Background: an optimization exercise with open tools, aiming at small area and a short achievable clock period. Do not read the settings as production practice.
At most, simulation tests tie the RTL to the original design; equivalence was not proved.
Only the layout flow was run in run 2; the RTL was not checked for function there.

--- flow/constraint.sdc ---
create_clock -name core_clock -period 20.0 [get_ports {clk}]
set_input_delay 4.0000 -clock core_clock [delete_from_list [all_inputs] [get_ports {clk}]]
set_output_delay 4.0000 -clock core_clock [all_outputs]
set_load 0.01 [all_outputs]
--- flow/config.mk ---
export PLATFORM = sky130hd
export DESIGN_NAME = enigma_part3
export DESIGN_NICKNAME = enigma_part3
export VERILOG_FILES = /design/flow/design.v
export SDC_FILE = /design/flow/constraint.sdc
export NUM_CORES = 8
export LEC_CHECK = 0
export CAP_MARGIN = 35
export CORE_MARGIN = 2
export CORE_UTILIZATION = 25
export SLEW_MARGIN = 35
--- flow/run.sh ---
#!/bin/bash
# synth_recipe.tcl (not shown) runs the flow's synth.tcl, then flattens the netlist and writes it again
# the make line also repeats each setting of config.mk as NAME=value (left out here)
make -C /OpenROAD-flow-scripts/flow DESIGN_CONFIG=/design/flow/config.mk WORK_HOME=/design/flow/orfs CLKGATE_MAP_FILE= SYNTH_SCRIPT=/design/flow/synth_recipe.tcl finish
--- flow/design.v ---
module rotorA(clk, srst_n, load, encrypt, table_idx, code_in, rotorB_backward_out, rotorA_shift_amount, rotorA_forward_out, rotorA_backward_out);
input clk;
input srst_n;
input load;
input encrypt;
input [2-1:0] table_idx;
input [6-1:0] code_in;
input [6-1:0] rotorB_backward_out;
input [2-1:0] rotorA_shift_amount;
output reg [6-1:0] rotorA_forward_out;
output reg [6-1:0] rotorA_backward_out;
reg [6-1:0] rotorA_r   [0:64-1];
reg [6-1:0] rotorA_tmp [0:64-1];
reg [6-1:0] load_cnt;
reg [6-1:0] load_cnt_tmp;
integer i;
integer j;
always@(posedge clk)begin
    if (~srst_n) begin
        load_cnt <= 6'b0;
        for (i = 0; i < 64; i = i + 1) begin
            rotorA_r[i] <= 0;
        end
    end else begin
        load_cnt <= load_cnt_tmp;
        for (i = 0; i < 64; i = i + 1) begin
            rotorA_r[i] <= rotorA_tmp[i];
        end
    end
end
always@(*)begin
    if (load && table_idx == 2'b00) begin
        for (i = 0; i < 64; i = i + 1) begin
            rotorA_tmp[i] = rotorA_r[i];
        end
        rotorA_tmp[load_cnt] = code_in;
        if (load_cnt != 6'd63) begin
            load_cnt_tmp = load_cnt + 1;
        end else begin
            load_cnt_tmp = load_cnt;
        end
    end else if (encrypt) begin
        if (rotorA_shift_amount == 3) begin
            for (j = 63; j > 2; j = j - 1) begin
                rotorA_tmp[j] = rotorA_r[j - 3];
            end
            rotorA_tmp[0] = rotorA_r[61];
            rotorA_tmp[1] = rotorA_r[62];
            rotorA_tmp[2] = rotorA_r[63];
        end else if (rotorA_shift_amount == 2) begin
            for (j = 63; j > 1; j = j - 1) begin
                rotorA_tmp[j] = rotorA_r[j - 2];
            end
            rotorA_tmp[0] = rotorA_r[62];
            rotorA_tmp[1] = rotorA_r[63];
        end else if (rotorA_shift_amount == 1) begin
            for (j = 63; j > 0; j = j - 1) begin
                rotorA_tmp[j] = rotorA_r[j - 1];
            end
            rotorA_tmp[0] = rotorA_r[63];
        end else begin
            for (j = 63; j >= 0; j = j - 1) begin
                rotorA_tmp[j] = rotorA_r[j];
            end
        end
        load_cnt_tmp = load_cnt;
    end else begin
        for (j = 63; j >= 0; j = j - 1) begin
            rotorA_tmp[j] = rotorA_r[j];
        end
        load_cnt_tmp = load_cnt;
    end
end
always@(*)begin
    if (encrypt == 1) begin
        rotorA_forward_out = rotorA_r[code_in];
    end else begin
        rotorA_forward_out = 0;
    end
end
always@(*)begin
    case (rotorB_backward_out)
        rotorA_r[0]: rotorA_backward_out  = 6'd0;
        rotorA_r[1]: rotorA_backward_out  = 6'd1;
        rotorA_r[2]: rotorA_backward_out  = 6'd2;
        rotorA_r[3]: rotorA_backward_out  = 6'd3;
        rotorA_r[4]: rotorA_backward_out  = 6'd4;
        rotorA_r[5]: rotorA_backward_out  = 6'd5;
        rotorA_r[6]: rotorA_backward_out  = 6'd6;
        rotorA_r[7]: rotorA_backward_out  = 6'd7;
        rotorA_r[8]: rotorA_backward_out  = 6'd8;
        rotorA_r[9]: rotorA_backward_out  = 6'd9;
        rotorA_r[10]: rotorA_backward_out = 6'd10;
        rotorA_r[11]: rotorA_backward_out = 6'd11;
        rotorA_r[12]: rotorA_backward_out = 6'd12;
        rotorA_r[13]: rotorA_backward_out = 6'd13;
        rotorA_r[14]: rotorA_backward_out = 6'd14;
        rotorA_r[15]: rotorA_backward_out = 6'd15;
        rotorA_r[16]: rotorA_backward_out = 6'd16;
        rotorA_r[17]: rotorA_backward_out = 6'd17;
        rotorA_r[18]: rotorA_backward_out = 6'd18;
        rotorA_r[19]: rotorA_backward_out = 6'd19;
        rotorA_r[20]: rotorA_backward_out = 6'd20;
        rotorA_r[21]: rotorA_backward_out = 6'd21;
        rotorA_r[22]: rotorA_backward_out = 6'd22;
        rotorA_r[23]: rotorA_backward_out = 6'd23;
        rotorA_r[24]: rotorA_backward_out = 6'd24;
        rotorA_r[25]: rotorA_backward_out = 6'd25;
        rotorA_r[26]: rotorA_backward_out = 6'd26;
        rotorA_r[27]: rotorA_backward_out = 6'd27;
        rotorA_r[28]: rotorA_backward_out = 6'd28;
        rotorA_r[29]: rotorA_backward_out = 6'd29;
        rotorA_r[30]: rotorA_backward_out = 6'd30;
        rotorA_r[31]: rotorA_backward_out = 6'd31;
        rotorA_r[32]: rotorA_backward_out = 6'd32;
        rotorA_r[33]: rotorA_backward_out = 6'd33;
        rotorA_r[34]: rotorA_backward_out = 6'd34;
        rotorA_r[35]: rotorA_backward_out = 6'd35;
        rotorA_r[36]: rotorA_backward_out = 6'd36;
        rotorA_r[37]: rotorA_backward_out = 6'd37;
        rotorA_r[38]: rotorA_backward_out = 6'd38;
        rotorA_r[39]: rotorA_backward_out = 6'd39;
        rotorA_r[40]: rotorA_backward_out = 6'd40;
        rotorA_r[41]: rotorA_backward_out = 6'd41;
        rotorA_r[42]: rotorA_backward_out = 6'd42;
        rotorA_r[43]: rotorA_backward_out = 6'd43;
        rotorA_r[44]: rotorA_backward_out = 6'd44;
        rotorA_r[45]: rotorA_backward_out = 6'd45;
        rotorA_r[46]: rotorA_backward_out = 6'd46;
        rotorA_r[47]: rotorA_backward_out = 6'd47;
        rotorA_r[48]: rotorA_backward_out = 6'd48;
        rotorA_r[49]: rotorA_backward_out = 6'd49;
        rotorA_r[50]: rotorA_backward_out = 6'd50;
        rotorA_r[51]: rotorA_backward_out = 6'd51;
        rotorA_r[52]: rotorA_backward_out = 6'd52;
        rotorA_r[53]: rotorA_backward_out = 6'd53;
        rotorA_r[54]: rotorA_backward_out = 6'd54;
        rotorA_r[55]: rotorA_backward_out = 6'd55;
        rotorA_r[56]: rotorA_backward_out = 6'd56;
        rotorA_r[57]: rotorA_backward_out = 6'd57;
        rotorA_r[58]: rotorA_backward_out = 6'd58;
        rotorA_r[59]: rotorA_backward_out = 6'd59;
        rotorA_r[60]: rotorA_backward_out = 6'd60;
        rotorA_r[61]: rotorA_backward_out = 6'd61;
        rotorA_r[62]: rotorA_backward_out = 6'd62;
        rotorA_r[63]: rotorA_backward_out = 6'd63;
        default:    rotorA_backward_out = 6'd0;
    endcase
end
endmodule
module rotorB(clk, srst_n, load, encrypt, crypt_mode, table_idx, code_in, rotorA_forward_out, plugboard_backward_out, rotorB_shift_mode, rotorB_forward_out, rotorB_backward_out, rotorA_shift_amount);
input clk;
input srst_n;
input load;
input encrypt;
input crypt_mode;
input [2-1:0] table_idx;
input [6-1:0] code_in;
input [6-1:0] rotorA_forward_out;
input [6-1:0] plugboard_backward_out;
input [2-1:0] rotorB_shift_mode;
output reg [6-1:0] rotorB_forward_out;
output reg [6-1:0] rotorB_backward_out;
output reg [2-1:0] rotorA_shift_amount;
reg [6-1:0] rotorB_r   [0:64-1];
reg [6-1:0] rotorB_tmp [0:64-1];
reg [6-1:0] rotorB_fix [0:64-1];
reg [6-1:0] load_cnt;
reg [6-1:0] load_cnt_tmp;
integer i;
integer j;
always@(posedge clk)begin
    if (~srst_n) begin
        load_cnt <= 6'b0;
        for (i = 0; i < 64; i = i + 1) begin
            rotorB_r[i] <= 0;
        end
    end else begin
        load_cnt <= load_cnt_tmp;
        for (i = 0; i < 64; i = i + 1) begin
            rotorB_r[i] <= rotorB_fix[i];
        end
    end
end
always@(*)begin
    if (load && table_idx == 2'b01) begin
        for (i = 0; i < 64; i = i + 1) begin
            rotorB_fix[i] = rotorB_r[i];
        end
        rotorB_fix[load_cnt] = code_in;
        if (load_cnt != 6'd63) begin
            load_cnt_tmp = load_cnt + 1;
        end else begin
            load_cnt_tmp = load_cnt;
        end
    end else if (encrypt) begin
        if (rotorB_shift_mode == 3) begin
            for (j = 0; j < 16; j = j + 1) begin
                rotorB_tmp[j*4] =   rotorB_r[j*4];
                rotorB_tmp[j*4+1] = rotorB_r[j*4+3];
                rotorB_tmp[j*4+2] = rotorB_r[j*4+2];
                rotorB_tmp[j*4+3] = rotorB_r[j*4+1];
            end
        end else if (rotorB_shift_mode == 2) begin
            for (j = 0; j < 16; j = j + 1) begin
                rotorB_tmp[j*4] =   rotorB_r[j*4+1];
                rotorB_tmp[j*4+1] = rotorB_r[j*4+2];
                rotorB_tmp[j*4+2] = rotorB_r[j*4+3];
                rotorB_tmp[j*4+3] = rotorB_r[j*4];
            end
        end else if (rotorB_shift_mode == 1) begin
            for (j = 0; j < 16; j = j + 1) begin
                rotorB_tmp[j*4] =   rotorB_r[j*4+2];
                rotorB_tmp[j*4+1] = rotorB_r[j*4];
                rotorB_tmp[j*4+2] = rotorB_r[j*4+3];
                rotorB_tmp[j*4+3] = rotorB_r[j*4+1];
            end
        end else begin
            for (j = 0; j < 16; j = j + 1) begin
                rotorB_tmp[j*4] =   rotorB_r[j*4+1];
                rotorB_tmp[j*4+1] = rotorB_r[j*4+3];
                rotorB_tmp[j*4+2] = rotorB_r[j*4];
                rotorB_tmp[j*4+3] = rotorB_r[j*4+2];
            end
        end
        rotorB_fix[0]  = rotorB_tmp[56];
        rotorB_fix[1]  = rotorB_tmp[61];
        rotorB_fix[2]  = rotorB_tmp[25];
        rotorB_fix[3]  = rotorB_tmp[17];
        rotorB_fix[4]  = rotorB_tmp[42];
        rotorB_fix[5]  = rotorB_tmp[48];
        rotorB_fix[6]  = rotorB_tmp[23];
        rotorB_fix[7]  = rotorB_tmp[43];
        rotorB_fix[8]  = rotorB_tmp[10];
        rotorB_fix[9]  = rotorB_tmp[28];
        rotorB_fix[10] = rotorB_tmp[58];
        rotorB_fix[11] = rotorB_tmp[24];
        rotorB_fix[12] = rotorB_tmp[21];
        rotorB_fix[13] = rotorB_tmp[29];
        rotorB_fix[14] = rotorB_tmp[18];
        rotorB_fix[15] = rotorB_tmp[38];
        rotorB_fix[16] = rotorB_tmp[26];
        rotorB_fix[17] = rotorB_tmp[13];
        rotorB_fix[18] = rotorB_tmp[57];
        rotorB_fix[19] = rotorB_tmp[6];
        rotorB_fix[20] = rotorB_tmp[22];
        rotorB_fix[21] = rotorB_tmp[47];
        rotorB_fix[22] = rotorB_tmp[8];
        rotorB_fix[23] = rotorB_tmp[40];
        rotorB_fix[24] = rotorB_tmp[54];
        rotorB_fix[25] = rotorB_tmp[2];
        rotorB_fix[26] = rotorB_tmp[32];
        rotorB_fix[27] = rotorB_tmp[63];
        rotorB_fix[28] = rotorB_tmp[14];
        rotorB_fix[29] = rotorB_tmp[34];
        rotorB_fix[30] = rotorB_tmp[60];
        rotorB_fix[31] = rotorB_tmp[55];
        rotorB_fix[32] = rotorB_tmp[49];
        rotorB_fix[33] = rotorB_tmp[16];
        rotorB_fix[34] = rotorB_tmp[9];
        rotorB_fix[35] = rotorB_tmp[44];
        rotorB_fix[36] = rotorB_tmp[5];
        rotorB_fix[37] = rotorB_tmp[3];
        rotorB_fix[38] = rotorB_tmp[53];
        rotorB_fix[39] = rotorB_tmp[46];
        rotorB_fix[40] = rotorB_tmp[51];
        rotorB_fix[41] = rotorB_tmp[39];
        rotorB_fix[42] = rotorB_tmp[30];
        rotorB_fix[43] = rotorB_tmp[11];
        rotorB_fix[44] = rotorB_tmp[15];
        rotorB_fix[45] = rotorB_tmp[4];
        rotorB_fix[46] = rotorB_tmp[36];
        rotorB_fix[47] = rotorB_tmp[59];
        rotorB_fix[48] = rotorB_tmp[50];
        rotorB_fix[49] = rotorB_tmp[19];
        rotorB_fix[50] = rotorB_tmp[35];
        rotorB_fix[51] = rotorB_tmp[52];
        rotorB_fix[52] = rotorB_tmp[62];
        rotorB_fix[53] = rotorB_tmp[1];
        rotorB_fix[54] = rotorB_tmp[37];
        rotorB_fix[55] = rotorB_tmp[7];
        rotorB_fix[56] = rotorB_tmp[12];
        rotorB_fix[57] = rotorB_tmp[45];
        rotorB_fix[58] = rotorB_tmp[31];
        rotorB_fix[59] = rotorB_tmp[27];
        rotorB_fix[60] = rotorB_tmp[41];
        rotorB_fix[61] = rotorB_tmp[20];
        rotorB_fix[62] = rotorB_tmp[0];
        rotorB_fix[63] = rotorB_tmp[33];
        load_cnt_tmp = load_cnt;
    end else begin
        for (i = 0; i < 64; i = i + 1) begin
            rotorB_fix[i] = rotorB_r[i];
        end
        load_cnt_tmp = load_cnt;
    end
end
always@(*)begin
    if (encrypt == 1) begin
        rotorB_forward_out = rotorB_r[rotorA_forward_out];
    end else begin
        rotorB_forward_out = 0;
    end
end
always@(*)begin
    case (plugboard_backward_out)
        rotorB_r[0]: rotorB_backward_out  = 6'd0;
        rotorB_r[1]: rotorB_backward_out  = 6'd1;
        rotorB_r[2]: rotorB_backward_out  = 6'd2;
        rotorB_r[3]: rotorB_backward_out  = 6'd3;
        rotorB_r[4]: rotorB_backward_out  = 6'd4;
        rotorB_r[5]: rotorB_backward_out  = 6'd5;
        rotorB_r[6]: rotorB_backward_out  = 6'd6;
        rotorB_r[7]: rotorB_backward_out  = 6'd7;
        rotorB_r[8]: rotorB_backward_out  = 6'd8;
        rotorB_r[9]: rotorB_backward_out  = 6'd9;
        rotorB_r[10]: rotorB_backward_out = 6'd10;
        rotorB_r[11]: rotorB_backward_out = 6'd11;
        rotorB_r[12]: rotorB_backward_out = 6'd12;
        rotorB_r[13]: rotorB_backward_out = 6'd13;
        rotorB_r[14]: rotorB_backward_out = 6'd14;
        rotorB_r[15]: rotorB_backward_out = 6'd15;
        rotorB_r[16]: rotorB_backward_out = 6'd16;
        rotorB_r[17]: rotorB_backward_out = 6'd17;
        rotorB_r[18]: rotorB_backward_out = 6'd18;
        rotorB_r[19]: rotorB_backward_out = 6'd19;
        rotorB_r[20]: rotorB_backward_out = 6'd20;
        rotorB_r[21]: rotorB_backward_out = 6'd21;
        rotorB_r[22]: rotorB_backward_out = 6'd22;
        rotorB_r[23]: rotorB_backward_out = 6'd23;
        rotorB_r[24]: rotorB_backward_out = 6'd24;
        rotorB_r[25]: rotorB_backward_out = 6'd25;
        rotorB_r[26]: rotorB_backward_out = 6'd26;
        rotorB_r[27]: rotorB_backward_out = 6'd27;
        rotorB_r[28]: rotorB_backward_out = 6'd28;
        rotorB_r[29]: rotorB_backward_out = 6'd29;
        rotorB_r[30]: rotorB_backward_out = 6'd30;
        rotorB_r[31]: rotorB_backward_out = 6'd31;
        rotorB_r[32]: rotorB_backward_out = 6'd32;
        rotorB_r[33]: rotorB_backward_out = 6'd33;
        rotorB_r[34]: rotorB_backward_out = 6'd34;
        rotorB_r[35]: rotorB_backward_out = 6'd35;
        rotorB_r[36]: rotorB_backward_out = 6'd36;
        rotorB_r[37]: rotorB_backward_out = 6'd37;
        rotorB_r[38]: rotorB_backward_out = 6'd38;
        rotorB_r[39]: rotorB_backward_out = 6'd39;
        rotorB_r[40]: rotorB_backward_out = 6'd40;
        rotorB_r[41]: rotorB_backward_out = 6'd41;
        rotorB_r[42]: rotorB_backward_out = 6'd42;
        rotorB_r[43]: rotorB_backward_out = 6'd43;
        rotorB_r[44]: rotorB_backward_out = 6'd44;
        rotorB_r[45]: rotorB_backward_out = 6'd45;
        rotorB_r[46]: rotorB_backward_out = 6'd46;
        rotorB_r[47]: rotorB_backward_out = 6'd47;
        rotorB_r[48]: rotorB_backward_out = 6'd48;
        rotorB_r[49]: rotorB_backward_out = 6'd49;
        rotorB_r[50]: rotorB_backward_out = 6'd50;
        rotorB_r[51]: rotorB_backward_out = 6'd51;
        rotorB_r[52]: rotorB_backward_out = 6'd52;
        rotorB_r[53]: rotorB_backward_out = 6'd53;
        rotorB_r[54]: rotorB_backward_out = 6'd54;
        rotorB_r[55]: rotorB_backward_out = 6'd55;
        rotorB_r[56]: rotorB_backward_out = 6'd56;
        rotorB_r[57]: rotorB_backward_out = 6'd57;
        rotorB_r[58]: rotorB_backward_out = 6'd58;
        rotorB_r[59]: rotorB_backward_out = 6'd59;
        rotorB_r[60]: rotorB_backward_out = 6'd60;
        rotorB_r[61]: rotorB_backward_out = 6'd61;
        rotorB_r[62]: rotorB_backward_out = 6'd62;
        rotorB_r[63]: rotorB_backward_out = 6'd63;
        default:    rotorB_backward_out = 6'd0;
    endcase
end
always@(*)begin
    if (crypt_mode == 1'b1) begin
        rotorA_shift_amount = rotorB_backward_out[5:4];
    end else begin
        rotorA_shift_amount = rotorA_forward_out[5:4];
    end
end
endmodule
module plugboard(clk, srst_n, load, encrypt, crypt_mode, table_idx, code_in, rotorB_forward_out, reflector_out, rotorB_shift_mode, plugboard_forward_out, plugboard_backward_out);
input clk;
input srst_n;
input load;
input encrypt;
input crypt_mode;
input [2-1:0] table_idx;
input [6-1:0] code_in;
input [6-1:0] rotorB_forward_out;
input [6-1:0] reflector_out;
output reg [2-1:0] rotorB_shift_mode;
output reg [6-1:0] plugboard_forward_out;
output reg [6-1:0] plugboard_backward_out;
reg [6-1:0] plugboard_r   [0:64-1];
reg [6-1:0] plugboard_tmp [0:64-1];
reg count;
reg count_tmp;
reg [6-1:0] load_cnt;
reg [6-1:0] load_cnt_tmp;
reg [6-1:0] save;
reg [6-1:0] save_tmp;
integer i;
integer j;
always@(posedge clk)begin
    if (~srst_n) begin
        count <= 1'b0;
        save <= 6'b0;
        for (i = 0; i < 64; i = i + 1) begin
            plugboard_r[i] <= i;
        end
    end else begin
        count <= count_tmp;
        save <= save_tmp;
        for (i = 0; i < 64; i = i + 1) begin
            plugboard_r[i] <= plugboard_tmp[i];
        end
    end
end
always@(*)begin
    if (load && table_idx == 2'b10) begin
        if (count) begin
            count_tmp = 0;
            save_tmp = 0;
            for (i = 0; i < 64; i = i + 1) begin
                plugboard_tmp[i] = plugboard_r[i];
            end
            plugboard_tmp[save] = plugboard_r[code_in];
            plugboard_tmp[code_in] = plugboard_r[save];
        end else begin
	        count_tmp = 1;
            save_tmp = code_in;
            for (i = 0; i < 64; i = i + 1) begin
                plugboard_tmp[i] = plugboard_r[i];
            end
        end
    end else begin
        for (i = 0; i < 64; i = i + 1) begin
            plugboard_tmp[i] = plugboard_r[i];
        end
        save_tmp = 0;
        count_tmp = count;
    end
end
always@(*)begin
    if (encrypt == 1) begin
        plugboard_forward_out = plugboard_r[rotorB_forward_out];
    end else begin
        plugboard_forward_out = 0;
    end
end
always@(*)begin
    plugboard_backward_out = plugboard_r[reflector_out];
end
always@(*)begin
    if (crypt_mode == 1'b1) begin
        rotorB_shift_mode = plugboard_backward_out[1:0];
    end else begin
        rotorB_shift_mode = rotorB_forward_out[1:0];
    end
end
endmodule
module reflector(plugboard_forward_out, reflector_out);
input [6-1:0] plugboard_forward_out;
output reg [6-1:0] reflector_out;
always@(*)begin
    reflector_out = 6'd63 - plugboard_forward_out;
end
endmodule
module enigma_part3(clk, srst_n, load, encrypt, crypt_mode, table_idx, code_in, code_out, code_valid);
input clk;          
input srst_n;       
input load;         
input encrypt;      
input crypt_mode;   
input [2-1:0] table_idx;  
input [6-1:0] code_in;	 
output reg [6-1:0] code_out;    
output reg code_valid;          
wire [5:0] rotorA_forward_out;
wire [5:0] rotorA_backward_out;
wire [5:0] rotorB_forward_out;
wire [5:0] rotorB_backward_out;
wire [5:0] plugboard_forward_out;
wire [5:0] plugboard_backward_out;
wire [5:0] reflector_out;
wire [1:0] rotorA_shift_amount;
wire [1:0] rotorB_shift_mode;
reg load_reg;
reg encrypt_reg;
reg [1:0] table_idx_reg;
reg [5:0] code_in_reg;
reg crypt_mode_reg;
reg [5:0] code_out_reg;
reg code_valid_reg;
rotorA rotorA_U0
(
	.clk(clk),
	.srst_n(srst_n),
	.load(load_reg),
	.encrypt(encrypt_reg),
	.table_idx(table_idx_reg),
	.code_in(code_in_reg),
	.rotorB_backward_out(rotorB_backward_out),
	.rotorA_shift_amount(rotorA_shift_amount),
	.rotorA_forward_out(rotorA_forward_out),
	.rotorA_backward_out(rotorA_backward_out)
);
rotorB rotorB_U1
(
	.clk(clk),
	.srst_n(srst_n),
	.load(load_reg),
	.encrypt(encrypt_reg),
	.crypt_mode(crypt_mode_reg),
	.table_idx(table_idx_reg),
	.code_in(code_in_reg),
	.rotorA_forward_out(rotorA_forward_out),
	.plugboard_backward_out(plugboard_backward_out),
	.rotorB_shift_mode(rotorB_shift_mode),
	.rotorB_forward_out(rotorB_forward_out),
	.rotorB_backward_out(rotorB_backward_out),
	.rotorA_shift_amount(rotorA_shift_amount)
);
plugboard plugboard_U2
(
	.clk(clk),
	.srst_n(srst_n),
	.load(load_reg),
	.encrypt(encrypt_reg),
	.crypt_mode(crypt_mode_reg),
	.table_idx(table_idx_reg),
	.code_in(code_in_reg),
	.rotorB_forward_out(rotorB_forward_out),
	.reflector_out(reflector_out),
	.rotorB_shift_mode(rotorB_shift_mode),
	.plugboard_forward_out(plugboard_forward_out),
	.plugboard_backward_out(plugboard_backward_out)
);
reflector reflector_U3
(
	.plugboard_forward_out(plugboard_forward_out),
	.reflector_out(reflector_out)
);
always @(posedge clk) begin
	if (~srst_n) begin
		load_reg <= 0;
		encrypt_reg <= 0;
		table_idx_reg <= 0; 
		code_in_reg <= 0;
		crypt_mode_reg <= 0;
	end else begin
		load_reg <= load;
		encrypt_reg <= encrypt;
		table_idx_reg <= table_idx; 
		code_in_reg <= code_in;
		crypt_mode_reg <= crypt_mode;
	end
end
always @(*) begin
	if (encrypt_reg) begin
		code_out_reg = rotorA_backward_out; 
		code_valid_reg = 1;
	end else begin
		code_out_reg = 0; 
		code_valid_reg = 0;
	end
end
always @(posedge clk) begin
	if (~srst_n) begin
		code_out <= 0; 
		code_valid <= 0;
	end else begin
		code_out <= code_out_reg; 
		code_valid <= code_valid_reg;
	end
end
endmodule
==> impl_results.html, run 1 <==
<table>
<tr><th>Metric</th><th>Value</th></tr>
<tr><th colspan="2">Outcome</th></tr>
<tr><td>Run status</td><td>timing/DRC/antenna clean</td></tr>
<tr><th colspan="2">STA</th></tr>
<tr><td>Max-slew violation count</td><td>0</td></tr>
<tr><td>Fmax</td><td>about 0.053 GHz</td></tr>
<tr><td>Skew final</td><td>around 72 ps</td></tr>
<tr><td>Worst slew margin</td><td>0.215</td></tr>
<tr><td>Unrepaired setup endpoints after global routing</td><td>no</td></tr>
<tr><td>Slew @ Worst Pin</td><td>about 1200 ps</td></tr>
<tr><td>Final count of negative-setup-slack endpoints</td><td>0</td></tr>
<tr><td>Period minus WS final</td><td>~19000 ps</td></tr>
<tr><td>Hold violation count in the final report</td><td>0</td></tr>
<tr><td>Summed negative setup slack over all endpoints</td><td>0 ps</td></tr>
<tr><td>Final clock period utilization by the worst path</td><td>0.945</td></tr>
<tr><th colspan="2">Clocking</th></tr>
<tr><td>CTS tree</td><td>built</td></tr>
<tr><td>Post-CTS Setup Repair Bufs</td><td>0</td></tr>
<tr><td>Count of clock tree sinks</td><td>between 1000 and 1500</td></tr>
<tr><td>Clock latency (worst-skew pair)</td><td>around 990 ps</td></tr>
<tr><td>Library cell used as clock root buffer</td><td>clkbuf_16</td></tr>
<tr><td>Clock-pin slew on the worst setup and hold paths</td><td>60 ps</td></tr>
<tr><td>Cts hold-fix bufs</td><td>0</td></tr>
<tr><td>Maximum clock path buffer count</td><td>4</td></tr>
<tr><td>Clock H-tree levels</td><td>4</td></tr>
<tr><td>Number of instances resized during post-cts repair</td><td>0</td></tr>
<tr><td>Total CTS buffers</td><td>between 150 and 200</td></tr>
<tr><th colspan="2">Setup path</th></tr>
<tr><td>Arrival time of data at the critical path endpoint</td><td>19710 ps</td></tr>
<tr><td>Most used cell along the critical path</td><td>buf_4</td></tr>
<tr><td>Highest net fanout along the worst path</td><td>30</td></tr>
<tr><td>Element type at the critical path start</td><td>register</td></tr>
<tr><td>Required time at the endpoint of the critical path</td><td>roughly 21000 ps</td></tr>
<tr><td>Worst Setup End Kind</td><td>register</td></tr>
<tr><td>Type of the worst setup path</td><td>register to register</td></tr>
<tr><td>Slowest stage cell on the critical path</td><td>a211oi_4</td></tr>
<tr><td>Largest incremental delay on the critical path</td><td>1130 ps</td></tr>
<tr><th colspan="2">Routing</th></tr>
<tr><td>Remaining antenna violation count</td><td>0</td></tr>
<tr><td>Total via count in the routed design</td><td>approximately 150k</td></tr>
<tr><td>Routed len/inst</td><td>54.8 um</td></tr>
<tr><td>DR iter-0 viols</td><td>29500</td></tr>
<tr><td>Number of search-and-repair iterations in the first detailed-routing pass</td><td>17</td></tr>
<tr><td>Total wire length after detailed routing</td><td>between 1000000 and 1500000 um</td></tr>
<tr><td>Average vias per placed instance</td><td>about 7</td></tr>
<tr><td>Number of design rule violations left after detail routing</td><td>0</td></tr>
<tr><th colspan="2">Layout</th></tr>
<tr><td>Fraction of layout cells with a size suffix above 1</td><td>0.197</td></tr>
<tr><td>Largest registers ranked by flip-flop count</td><td>plugboard_U2.plugboard_r: 384 flops, rotorA_U0.rotorA_r: 384 flops, rotorB_U1.rotorB_r: 384 flops</td></tr>
<tr><td>Most frequent cells in the layout</td><td>buf_4, nand2_1, o21ai_0, dfxtp_1, o211ai_1</td></tr>
<tr><td>Area delta synth-&gt;final</td><td>27.8%</td></tr>
<tr><td>Most frequent standard cell in the layout excluding fill and tap cells</td><td>buf_4</td></tr>
<tr><td>Fin nets</td><td>about 15000</td></tr>
<tr><td>Post-route cell area</td><td>0.127 mm2</td></tr>
<tr><td>FILL cells</td><td>42800</td></tr>
<tr><th colspan="2">Worst hold path</th></tr>
<tr><td>Min-Delay Path Class</td><td>register to register</td></tr>
<tr><th colspan="2">Die</th></tr>
<tr><td>I/O pin total</td><td>20</td></tr>
<tr><td>Die H</td><td>between 600 and 700 um</td></tr>
<tr><td>Row cnt</td><td>~230</td></tr>
<tr><td>Die area</td><td>0.402 mm2</td></tr>
<tr><td>Placeable core region</td><td>around 0.40 mm2</td></tr>
<tr><td>Initial Util</td><td>0.251</td></tr>
<tr><td>Die W</td><td>~630 um</td></tr>
<tr><th colspan="2">GRT</th></tr>
<tr><td>Via count of the first global-routing pass</td><td>between 100k and 150k</td></tr>
<tr><td>Maximum number of pins on one net before global-route repair</td><td>between 150 and 200</td></tr>
<tr><td>Initial antenna violation count</td><td>around 300</td></tr>
<tr><td>Residual overflow from global routing</td><td>0</td></tr>
<tr><td>Global-route wire length before repair</td><td>1430000 um</td></tr>
<tr><td>Overall track demand over capacity in global routing</td><td>0.543</td></tr>
<tr><th colspan="2">Logic synthesis</th></tr>
<tr><td>Ranking of synthesized cells by area</td><td>dfxtp_1, o211ai_1, nand2_1</td></tr>
<tr><td>Area share of the leading cell type in the synthesized netlist</td><td>0.240</td></tr>
<tr><td>Synthesized cell area</td><td>slightly below 0.1 mm2</td></tr>
<tr><td>Post-synthesis area per instance</td><td>6.97 um2</td></tr>
<tr><td>Share of flip-flops with an asynchronous set or reset</td><td>0</td></tr>
<tr><td>Seq cells post-synth</td><td>1189</td></tr>
<tr><td>Synth unique cells</td><td>between 100 and 150</td></tr>
<tr><td>Ys flop type</td><td>dfxtp_1</td></tr>
<tr><td>Net Count, Synth</td><td>approximately 14000</td></tr>
<tr><td>Sequential fraction of the synthesis area</td><td>0.240</td></tr>
<tr><td>Cell type contributing the most total cell area after synthesis</td><td>dfxtp_1</td></tr>
<tr><td>YS warnings</td><td>12</td></tr>
<tr><td>EDFF count, synth</td><td>0</td></tr>
<tr><td>Synthesized instance count</td><td>~14000</td></tr>
<tr><th colspan="2">Placement</th></tr>
<tr><td>Post-DP HPWL</td><td>~880000 um</td></tr>
<tr><td>Routability Congestion</td><td>~1.2</td></tr>
<tr><td>Dpl cell area</td><td>0.120 mm2</td></tr>
<tr><td>Count of buffers from port buffering</td><td>19</td></tr>
<tr><th colspan="2">Run</th></tr>
<tr><td>Number of max-capacitance violations reported</td><td>0</td></tr>
</table>
[layer usage]
metal / part of all wire / GRT usage / vias up
li1: - / - / 56500
met1: 0.39 / 0.642 / 74900
met2: 0.36 / 0.687 / 15100
met3: 0.16 / 0.337 / 3891
met4: 0.087 / 0.394 / 114
met5: 0.0039 / 0.114 / -
[per-stage QoR]
stage          hold slack (ps)  setup WS [ps]   util  cells
2_1_floorplan              423           8230      -  14300
3_3_place_gp               449           1770  0.303  20200
3_5_place_dp               453           2240  0.304  20200
4_1_cts                    467           2170  0.318  20500
5_1_grt                    487           1590  0.319  20700
6_report                   469           1090  0.321  20900
[logic make-up after synthesis]
group | Yosys count | synth area share
AO/OA/AOI/OAI | 5407 | 0.363
buffers and inverters | 1641 | 0.0711
AND/OR/NAND/NOR | 5158 | 0.246
flip-flops | 1189 | 0.240
XOR/XNOR | 567 | 0.0500
multiplexers | 280 | 0.0291
adder cells (fa/ha/maj) | 8 | 0.00101
[final timing paths]
path	start	depth (start not counted)	slack (ps)	end
hold / removal	plugboard_U2.plugboard_r[54][4]	2	470	plugboard_U2.plugboard_r[54][4]
hold reg to reg	plugboard_U2.plugboard_r[54][4]	2	470	plugboard_U2.plugboard_r[54][4]
setup / recovery	code_in_reg[5]	55	1090	code_out[0]
setup reg to reg	code_in_reg[5]	55	1090	code_out[0]
[area by class of cell]
| type | count | area, um2 | share of cell area |
|---|---|---|---|
| inverter | 113 | 432 | 0.00340 |
| sequential | 1189 | 23900 | 0.188 |
| antenna | 347 | 868 | 0.00684 |
| clock inverter | 66 | 782 | 0.00616 |
| multi-input combinational | 11400 | 70100 | 0.553 |
| clock buffer | 235 | 4790 | 0.0377 |
| tap | 5242 | 6560 | 0.0517 |
| timing repair buffer | 2259 | 19500 | 0.154 |
[synthesized netlist by cell type (all sizes together) (24+ instances only)]
cell / count
or4: 58
mux2i: 213
and2: 75
a22oi: 239
nand3: 883
a22o: 143
a32o: 30
o21ai: 1526
and3: 139
mux2: 67
a31oi: 788
nor2: 1055
or3: 94
buf: 430
and4: 72
o31ai: 61
o22ai: 126
o211ai: 1053
nor2b: 26
o31a: 24
xnor2: 306
clkbuf: 1097
a21oi: 438
dfxtp: 1189
a32oi: 53
nand4: 335
nor3: 236
a21o: 35
nand2: 1844
inv: 112
a222oi: 93
a211oi: 204
xor2: 261
nor4: 177
a221oi: 133
o2111ai: 55
o21a: 82
a21boi: 40
or2: 42
a2111oi: 52
[worst max-delay path: cells and delay by family, from the launching register on]
kind	cells	cell delay, ps
AO/OA/AOI/OAI	18	7280
AND/OR/NAND/NOR	16	4990
buffers and inverters	18	4380
flip-flops	1	870
multiplexers	1	590
XOR/XNOR	2	390
==> run 2, diff against run 1 <==
==> flow/design.v (replaced) <==
module enigma_part3(clk, srst_n, load, encrypt, crypt_mode, table_idx, code_in, code_out, code_valid);
input clk;
input srst_n;
input load;
input encrypt;
input crypt_mode;
input [1:0] table_idx;
input [5:0] code_in;
output [5:0] code_out;
output code_valid;
integer i, j;
reg [5:0] A [0:63];    
reg [5:0] B [0:63];    
reg [5:0] P [0:63];    
reg ld_r, enc_r, md_r;
reg [1:0] ti_r;
reg [5:0] cu;          
reg [5:0] ra [0:3];    
reg [5:0] off;         
reg       pcnt;        
reg [5:0] psa;         
reg [5:0] ppa;         
reg       val_r;
reg [5:0] bb_r;
reg [5:0] off_r;
wire ldB = ld_r & (ti_r == 2'd1);
wire ldP = ld_r & (ti_r == 2'd2);
wire [5:0] fa = ra[cu[1:0]];
wire [5:0] fb = B[fa];
wire [5:0] i1 = enc_r ? fb : cu;
wire [5:0] fp = P[i1];
wire [5:0] bp = P[~fp];
reg [5:0] bb;
always @(*) begin
    bb = 6'd0;
    for (i = 0; i < 64; i = i + 1)
        if (B[i] == bp) bb = bb | i[5:0];
end
wire [1:0] s = md_r ? bb[5:4] : fa[5:4];
wire [1:0] m = md_r ? bp[1:0] : fb[1:0];
wire [1:0] s_eff = enc_r ? s : 2'd0;
wire [5:0] u = code_in - off;
wire [3:0] h = u[5:2];
wire [3:0] hm = h - 4'd1;
reg  [5:0] ra_nx [0:3];
always @(*) begin
    for (j = 0; j < 4; j = j + 1)
        ra_nx[j] = A[{(j[1:0] <= u[1:0]) ? h : hm, j[1:0]}];
end
always @(posedge clk) begin
    if (~srst_n) begin
        ld_r <= 1'b0;
        enc_r <= 1'b0;
        off <= 6'd0;
        val_r <= 1'b0;
    end else begin
        ld_r <= load;
        enc_r <= encrypt;
        off <= off + {4'd0, s_eff};
        val_r <= enc_r;
    end
    md_r <= crypt_mode;
    ti_r <= table_idx;
    cu <= {u[5:2], u[1:0] - s_eff};
    for (j = 0; j < 4; j = j + 1) ra[j] <= ra_nx[j];
    bb_r <= bb;
    off_r <= off;
end
always @(posedge clk) begin
    if (srst_n & load & (table_idx == 2'd0)) begin
        for (i = 0; i < 63; i = i + 1) A[i] <= A[i+1];
        A[63] <= code_in;
    end
end
reg [5:0] Bg [0:63];
always @(*) begin
    for (j = 0; j < 16; j = j + 1) begin
        case (m)
        2'd3: begin Bg[j*4] = B[j*4];   Bg[j*4+1] = B[j*4+3]; Bg[j*4+2] = B[j*4+2]; Bg[j*4+3] = B[j*4+1]; end
        2'd2: begin Bg[j*4] = B[j*4+1]; Bg[j*4+1] = B[j*4+2]; Bg[j*4+2] = B[j*4+3]; Bg[j*4+3] = B[j*4];   end
        2'd1: begin Bg[j*4] = B[j*4+2]; Bg[j*4+1] = B[j*4];   Bg[j*4+2] = B[j*4+3]; Bg[j*4+3] = B[j*4+1]; end
        default: begin Bg[j*4] = B[j*4+1]; Bg[j*4+1] = B[j*4+3]; Bg[j*4+2] = B[j*4]; Bg[j*4+3] = B[j*4+2]; end
        endcase
    end
end
always @(posedge clk) begin
    if (ldB) begin
        for (i = 0; i < 63; i = i + 1) B[i] <= B[i+1];
        B[63] <= cu;
    end else if (enc_r) begin
        B[0]  <= Bg[56]; B[1]  <= Bg[61]; B[2]  <= Bg[25]; B[3]  <= Bg[17];
        B[4]  <= Bg[42]; B[5]  <= Bg[48]; B[6]  <= Bg[23]; B[7]  <= Bg[43];
        B[8]  <= Bg[10]; B[9]  <= Bg[28]; B[10] <= Bg[58]; B[11] <= Bg[24];
        B[12] <= Bg[21]; B[13] <= Bg[29]; B[14] <= Bg[18]; B[15] <= Bg[38];
        B[16] <= Bg[26]; B[17] <= Bg[13]; B[18] <= Bg[57]; B[19] <= Bg[6];
        B[20] <= Bg[22]; B[21] <= Bg[47]; B[22] <= Bg[8];  B[23] <= Bg[40];
        B[24] <= Bg[54]; B[25] <= Bg[2];  B[26] <= Bg[32]; B[27] <= Bg[63];
        B[28] <= Bg[14]; B[29] <= Bg[34]; B[30] <= Bg[60]; B[31] <= Bg[55];
        B[32] <= Bg[49]; B[33] <= Bg[16]; B[34] <= Bg[9];  B[35] <= Bg[44];
        B[36] <= Bg[5];  B[37] <= Bg[3];  B[38] <= Bg[53]; B[39] <= Bg[46];
        B[40] <= Bg[51]; B[41] <= Bg[39]; B[42] <= Bg[30]; B[43] <= Bg[11];
        B[44] <= Bg[15]; B[45] <= Bg[4];  B[46] <= Bg[36]; B[47] <= Bg[59];
        B[48] <= Bg[50]; B[49] <= Bg[19]; B[50] <= Bg[35]; B[51] <= Bg[52];
        B[52] <= Bg[62]; B[53] <= Bg[1];  B[54] <= Bg[37]; B[55] <= Bg[7];
        B[56] <= Bg[12]; B[57] <= Bg[45]; B[58] <= Bg[31]; B[59] <= Bg[27];
        B[60] <= Bg[41]; B[61] <= Bg[20]; B[62] <= Bg[0];  B[63] <= Bg[33];
    end
end
wire [5:0] pd = ppa ^ fp;    
always @(posedge clk) begin
    if (~srst_n) begin
        pcnt <= 1'b0;
        for (i = 0; i < 64; i = i + 1) P[i] <= i[5:0];
    end else if (ldP) begin
        pcnt <= ~pcnt;
        if (pcnt) begin
            for (i = 0; i < 64; i = i + 1)
                if (i[5:0] == psa || i[5:0] == cu) P[i] <= P[i] ^ pd;
        end
    end
    if (ldP & ~pcnt) begin
        psa <= cu;
        ppa <= fp;
    end
end
reg [5:0] pa;
always @(*) begin
    pa = 6'd0;
    for (i = 0; i < 64; i = i + 1)
        if (A[i] == bb_r) pa = pa | i[5:0];
end
assign code_out = val_r ? pa + off_r : 6'd0;
assign code_valid = val_r;
endmodule
==> impl_results.html, run 2 <==
<table>
<tr><th>Metric</th><th>Value</th></tr>
<tr><th colspan="2">Clocking</th></tr>
<tr><td>Count of clock tree sinks</td><td>~1200</td></tr>
<tr><td>Maximum clock path buffer count</td><td>4</td></tr>
<tr><td>Post-CTS Setup Repair Bufs</td><td>0</td></tr>
<tr><td>Number of instances resized during post-cts repair</td><td>0</td></tr>
<tr><td>Library cell used as clock root buffer</td><td>clkbuf_16</td></tr>
<tr><td>Clock latency (worst-skew pair)</td><td>slightly above 900 ps</td></tr>
<tr><td>Cts hold-fix bufs</td><td>0</td></tr>
<tr><td>Total CTS buffers</td><td>between 150 and 200</td></tr>
<tr><td>Clock H-tree levels</td><td>4</td></tr>
<tr><td>CTS tree</td><td>built</td></tr>
<tr><td>Clock-pin slew on the worst setup and hold paths</td><td>60 ps</td></tr>
<tr><th colspan="2">STA</th></tr>
<tr><td>Final clock period utilization by the worst path</td><td>0.797</td></tr>
<tr><td>Slew @ Worst Pin</td><td>around 1200 ps</td></tr>
<tr><td>Skew final</td><td>about 140 ps</td></tr>
<tr><td>Summed negative setup slack over all endpoints</td><td>0 ps</td></tr>
<tr><td>Final count of negative-setup-slack endpoints</td><td>0</td></tr>
<tr><td>Worst slew margin</td><td>0.211</td></tr>
<tr><td>Period minus WS final</td><td>about 16000 ps</td></tr>
<tr><td>Hold violation count in the final report</td><td>0</td></tr>
<tr><td>Unrepaired setup endpoints after global routing</td><td>no</td></tr>
<tr><td>Fmax</td><td>between 0.06 and 0.07 GHz</td></tr>
<tr><td>Max-slew violation count</td><td>0</td></tr>
<tr><th colspan="2">Die</th></tr>
<tr><td>Die area</td><td>0.312 mm2</td></tr>
<tr><td>Die W</td><td>approximately 560 um</td></tr>
<tr><td>Die H</td><td>roughly 560 um</td></tr>
<tr><td>Row cnt</td><td>about 200</td></tr>
<tr><td>Placeable core region</td><td>0.306 mm2</td></tr>
<tr><td>I/O pin total</td><td>20</td></tr>
<tr><td>Initial Util</td><td>0.251</td></tr>
<tr><th colspan="2">Logic synthesis</th></tr>
<tr><td>Cell type contributing the most total cell area after synthesis</td><td>edfxtp_1</td></tr>
<tr><td>Ranking of synthesized cells by area</td><td>edfxtp_1, dfxtp_1, o21ai_0</td></tr>
<tr><td>YS warnings</td><td>7</td></tr>
<tr><td>Seq cells post-synth</td><td>roughly 1200</td></tr>
<tr><td>Net Count, Synth</td><td>approximately 8600</td></tr>
<tr><td>EDFF count, synth</td><td>780</td></tr>
<tr><td>Area share of the leading cell type in the synthesized netlist</td><td>0.304</td></tr>
<tr><td>Sequential fraction of the synthesis area</td><td>0.419</td></tr>
<tr><td>Most frequent cell after synthesis</td><td>o21ai_0</td></tr>
<tr><td>Post-synthesis area per instance</td><td>8.96 um2</td></tr>
<tr><td>Post-synth top cells</td><td>o21ai_0, nand2_1, edfxtp_1, clkbuf_1, nand3_1</td></tr>
<tr><td>Share of flip-flops with an asynchronous set or reset</td><td>0</td></tr>
<tr><td>Synthesized instance count</td><td>roughly 8600</td></tr>
<tr><td>Ys flop type</td><td>edfxtp_1</td></tr>
<tr><td>Synth unique cells</td><td>~120</td></tr>
<tr><td>Synthesized cell area</td><td>a little under 0.08 mm2</td></tr>
<tr><th colspan="2">Layout</th></tr>
<tr><td>Fin nets</td><td>~8100</td></tr>
<tr><td>Most frequent cells in the layout</td><td>o21ai_0, nand2_1, edfxtp_1, nand3_1, dfxtp_1</td></tr>
<tr><td>Area delta synth-&gt;final</td><td>11.9%</td></tr>
<tr><td>Final instance count without filler cells</td><td>~12000</td></tr>
<tr><td>Largest registers ranked by flip-flop count</td><td>A: 384 flops, B: 384 flops, P: 384 flops</td></tr>
<tr><td>FILL cells</td><td>between 30000 and 40000</td></tr>
<tr><td>Most frequent standard cell in the layout excluding fill and tap cells</td><td>o21ai_0</td></tr>
<tr><td>Fraction of layout cells with a size suffix above 1</td><td>0.0822</td></tr>
<tr><th colspan="2">Setup path</th></tr>
<tr><td>Highest net fanout along the worst path</td><td>63</td></tr>
<tr><td>Largest incremental delay on the critical path</td><td>roughly 1000 ps</td></tr>
<tr><td>Required time at the endpoint of the critical path</td><td>just over 20000 ps</td></tr>
<tr><td>Element type at the critical path start</td><td>register</td></tr>
<tr><td>Type of the worst setup path</td><td>register to register</td></tr>
<tr><td>Most used cell along the critical path</td><td>buf_4</td></tr>
<tr><td>Slowest stage cell on the critical path</td><td>mux4_2</td></tr>
<tr><td>Worst Setup End Kind</td><td>register</td></tr>
<tr><td>Arrival time of data at the critical path endpoint</td><td>16690 ps</td></tr>
<tr><th colspan="2">Routing</th></tr>
<tr><td>DR iter-0 viols</td><td>~15000</td></tr>
<tr><td>Number of design rule violations left after detail routing</td><td>0</td></tr>
<tr><td>Routed len/inst</td><td>~39 um</td></tr>
<tr><td>Number of search-and-repair iterations in the first detailed-routing pass</td><td>10</td></tr>
<tr><td>Detailed-routed wire length on met2</td><td>slightly below 200000 um</td></tr>
<tr><td>Average vias per placed instance</td><td>around 6.3</td></tr>
<tr><td>Remaining antenna violation count</td><td>0</td></tr>
<tr><td>Total via count in the routed design</td><td>around 77000</td></tr>
<tr><td>Routed length on met1</td><td>about 190000 um</td></tr>
<tr><td>Total wire length after detailed routing</td><td>roughly 480000 um</td></tr>
<tr><td>DR top layer</td><td>met5</td></tr>
<tr><td>Routed length on met3</td><td>between 50000 and 60000 um</td></tr>
<tr><th colspan="2">Run</th></tr>
<tr><td>Number of max-capacitance violations reported</td><td>0</td></tr>
<tr><th colspan="2">Placement</th></tr>
<tr><td>Post-DP HPWL</td><td>350000 um</td></tr>
<tr><td>Cell Count Post-Placement</td><td>between 10000 and 15000</td></tr>
<tr><td>Routability Congestion</td><td>1.14</td></tr>
<tr><td>Count of buffers from port buffering</td><td>19</td></tr>
<tr><th colspan="2">GRT</th></tr>
<tr><td>Overall track demand over capacity in global routing</td><td>0.296</td></tr>
<tr><td>Residual overflow from global routing</td><td>0</td></tr>
<tr><td>Maximum number of pins on one net before global-route repair</td><td>roughly 260</td></tr>
<tr><td>Global-route wire length before repair</td><td>~640000 um</td></tr>
<tr><td>Initial antenna violation count</td><td>62</td></tr>
<tr><td>Via count of the first global-routing pass</td><td>68800</td></tr>
<tr><th colspan="2">Worst hold path</th></tr>
<tr><td>Min-Delay Path Class</td><td>register to register</td></tr>
<tr><th colspan="2">Outcome</th></tr>
<tr><td>Run status</td><td>timing/DRC/antenna clean</td></tr>
</table>
[run 2: stage by stage]
stage | worst slack, ps | instance area [um2] | utilization | hold slack (ps)
after floorplan | 145 | 77000 | - | 331
after global placement | 3730 | 80700 | 0.264 | 336
after detailed placement | 4910 | 80900 | 0.264 | 343
after CTS | 4890 | 85800 | 0.280 | 292
after global routing | 4440 | 86000 | 0.281 | 311
final | 4060 | 86100 | 0.281 | 278
[run 2: area by class of cell]
class                   count  area (um2)  share of cell area
clock buffers             205        4240              0.0492
clock inverters            60         646             0.00750
inverters                  63         238             0.00276
well taps                4100        5130              0.0596
flip-flops and latches   1219       32200               0.374
repair buffers            262        2300              0.0267
multi-input cells        6392       41200               0.479
diodes                     34        85.1            0.000988
[run 2: path summary, 6_finish.rpt]
check,startpoint,to,slack [ps],cells after the start
max,cu[0],off[4],4060,37
min,off[3],off_r[3],280,0
max reg2reg,cu[0],off[4],4060,37
min reg2reg,off[3],off_r[3],280,0
[run 2: worst max-delay path: cells and delay by family, from the launching register on]
kind | cells | cell delay, ps
AO/OA/AOI/OAI | 7 | 2740
XOR/XNOR | 2 | 870
adder cells (fa/ha/maj) | 2 | 740
buffers and inverters | 6 | 1850
flip-flops | 1 | 900
multiplexers | 1 | 1020
AND/OR/NAND/NOR | 19 | 7420
[run 2: cell families after synthesis]
group           count (synthesis)  share of synthesized area
compound gates               2638                      0.226
xor+xnor                      779                     0.0886
fa+ha+maj                      25                    0.00436
buf+inv                       980                     0.0547
flops                        1219                      0.419
mux                           133                     0.0188
simple gates                 2817                      0.189
[run 2: routing by layer]
layer,global-route usage,up-vias
met5,0,-
met3,0.0883,1412
met4,0.187,32
met2,0.413,6414
li1,-,31300
met1,0.394,38200

separate check: timing with driven ports:
The flow's constraints put no driver on any port. The routed layouts listed below were extracted and timed again, unchanged, in two steps. Step 1 sets driving cells, clkbuf_16 on the clock port and buf_2 on the other inputs (assumed; they add their load-dependent delay and slew). Step 2 moves the port delays by t, midway between the first and last clock arrival at a register: inputs arrive t later, outputs are due t later. That takes back most of the time a late clock gives input paths. a / b / c = ideal ports / drivers / drivers and shift; a / b = the first two.
| run | shift t [ns] | setup WS [ns] | worst data-port slew with drivers (ns) | pins driven straight from the clock port |
|---|---|---|---|---|
| run 1 | 1.081 | 1.093 / 1.093 / 1.093 | 0.06 | 1 |
| run 2 | 0.962 | 4.056 / 4.056 / 4.056 | 0.05 | 1 |
After both steps every run listed still meets setup and hold.
